Source: an optimization exercise on an open RTL-to-GDS flow (aim: small area). Production flows keep margins and buffers that such runs may drop.
Only simulation tests tie the RTL to the original design; equivalence was not proved.
Power is estimated from default activity; no workload was simulated.

## run 1
==> flow/design.v (excerpt) <==
module CPU (
    input         clk,
    input         reset,
    output [15:0] imem_addr,
    input  [15:0] imem_data,
    output [15:0] dmem_addr,
    output [15:0] dmem_wdata,
    output        dmem_we,
    output        dmem_re,
    input  [15:0] dmem_rdata,
    output        halt
);
    reg [3:0] ph;        
    reg [1:0] pn;        
    reg       init;      
    wire first = (ph == 4'd0);
    wire lastc = (ph == 4'd15);
    reg [15:0] g1, g2, g3, g4, g5, g6, g7;
    reg [15:0] ra, at, hi, lo;
    reg [15:0] pc;
    reg [15:0] w;
    reg [15:0] m;
    reg [3:0]  kreg;
    reg        rtop;
    reg        c, nz, cp;
    reg        sga, sgb, sa, sb, dly, rsg, fdel;
    wire [15:0] ins = imem_data;
    wire [3:0] op  = ins[15:12];
    wire [2:0] rsI = ins[11:9];
    wire [2:0] rtI = ins[8:6];
    wire [2:0] rdI = ins[5:3];
    wire [2:0] fn  = ins[2:0];
    wire isR     = (op == 4'd0) | (op == 4'd1);
    wire sgnop   = (op == 4'd1);
    wire isMD    = isR & (fn[2:1] == 2'b01);
    wire isMul   = isMD & ~fn[0];
    wire isDiv   = isMD & fn[0];
    wire isJR    = sgnop & (fn == 3'd7);
    wire isSlti  = (op == 4'd4);
    wire isCmp   = (sgnop & (fn == 3'd4 | fn == 3'd5 | fn == 3'd6)) | isSlti;
    wire isALU   = isR & ~isMD & ~isJR & ~(sgnop & fn[2]);
    wire isShift = (op == 4'd2);
    wire isAddi  = (op == 4'd3);
    wire isBneq  = (op == 4'd5);
    wire isBgtz  = (op == 4'd6);
    wire isBr    = isBneq | isBgtz;
    wire isJ     = (op == 4'd7);
    wire isLH    = (op == 4'd8);
    wire isSH    = (op == 4'd9);
    wire isMF    = (op == 4'd10);
    wire isMT    = (op == 4'd11);
    wire isHalt  = (op == 4'd15);
  ...
Size: about 750 cells after synthesis, ~85 I/O pins, about 8000 um^2 of cells after synthesis.
export LEC_CHECK = 0
export ABC_AREA = 1
export CAP_MARGIN = 0
export CORE_MARGIN = 2
export CORE_UTILIZATION = 60
export SLEW_MARGIN = 0
create_clock -name core_clock -period 35.0 [get_ports {clk}]
standard.sh (not shown) runs the stock make flow with config.mk's settings and CLKGATE_MAP_FILE= SYNTH_SCRIPT=/design/flow/synth_recipe.tcl, a recipe that flattens the netlist after the stock synthesis.
==> flow/flow/run.sh <==
#!/bin/bash
# The standard layout (standard.sh), with three changes:
#  1. after the standard synthesis, the combinational logic between the
#     flip-flops is re-mapped by ABC for area (reabc.ys); the flip-flops keep
#     their instances, names and cell types;
#  2. port buffers use the smallest buffer;
#  3. CTS uses small clock buffers in clusters of at most 8 sinks, without
#     dummy loads.
set -euo pipefail
export BUFFER_PORTS_ARGS="-buffer_cell sky130_fd_sc_hd__buf_1"
export CTS_ARGS="-sink_clustering_enable -repair_clock_nets -buf_list sky130_fd_sc_hd__clkbuf_4 -dont_use_dummy_load -sink_clustering_size 8 -sink_clustering_max_diameter 60"
W=$PWD
R=$W/orfs/results/$FLOW_PLATFORM/CPU/base
bash standard.sh $R/1_2_yosys.v > synth.log 2>&1
mkdir -p $W/reabc
cp $R/1_2_yosys.v $W/reabc/1_2_yosys_std.v
cp $W/flow/reabc.ys $W/flow/reabc.abc $W/reabc/
cp $FLOW_HOME/platforms/$FLOW_PLATFORM/lib/sky130_fd_sc_hd__tt_025C_1v80.lib $W/reabc/
(cd $W/reabc && $FLOW_HOME/../tools/install/yosys/bin/yosys -s reabc.ys > $W/reabc.log 2>&1)
cp $W/reabc/1_2_yosys.v $R/1_2_yosys.v
rm -f $W/reabc/sky130_fd_sc_hd__tt_025C_1v80.lib
bash standard.sh > standard.log 2>&1
==> flow/flow/reabc.abc <==
strash
&get -n
&deepsyn -T 40
&put
dch -f
amap -F 50 -A 50 -C 1000
topo
Other scripts of this flow, unchanged in this note and not shown: flow/flow/reabc.ys
Run 1 | stages: all done | timing, DRC, antenna: all pass
Modified inputs, run 2 compared to run 1
- swapping 0 for 20 in CAP_MARGIN
- swapping 0 for 20 in SLEW_MARGIN
--- a/flow/flow/reabc.abc
+++ b/flow/flow/reabc.abc
@@ -1,2 +1,8 @@
+strash
+&get -n
+&deepsyn -T 40
+&put
+dch -f
+amap -F 50 -A 50 -C 1000
 strash
 &get -n
### Flow results
Comparing run 2 and run 1, sum of routed wire length over all layers is higher on run 2. Via count in run 2 vs run 1: up 0.39%. Measured against each other, run 2 and run 1 differ in clock transition time at the flip-flop clock pins of the worst setup and hold paths, the higher figure coming from run 1. Global routing usage on met2 (higher): run 2. Run 1 has higher routed length on met1 than run 2. Clock latency on the worst-skew pair: run 2 and run 1 compared, lower one is run 2. On run 2: combinational group share of total power is 1.1 points higher than what run 1 gave. Between run 1 and run 2, first-pass GRT wire length increased. The hold slack of run 2 is higher than that of run 1.

re-timing with driven ports:
Ports are ideal in the flow. The routed layouts listed here were re-timed in OpenROAD. Step 1 (the two cells are an assumption about what drives the block):
set clk [get_ports {clk}]
set_driving_cell -lib_cell sky130_fd_sc_hd__clkbuf_16 $clk
set_driving_cell -lib_cell sky130_fd_sc_hd__buf_2 [delete_from_list [all_inputs] $clk]
Step 2 times the ports against the registers' clock, not the clock port: input delays grow and output delays shrink by t, the midpoint of the rising clock arrivals with the driver on. Three values: no drivers, after step 1, after step 2; two values: the first two.
| run | shift t [ns] | slack for setup (ns) | worst slew at a driven data input, ns | cell pins on the clock port's net |
|---|---|---|---|---|
| run 1 | 0.622 | 18.930 / 18.899 / 18.899 | 0.04 | 1 |
| run 2 | 0.617 | 18.868 / 18.837 / 18.837 | 0.04 | 1 |
After both steps every run listed still meets setup and hold.
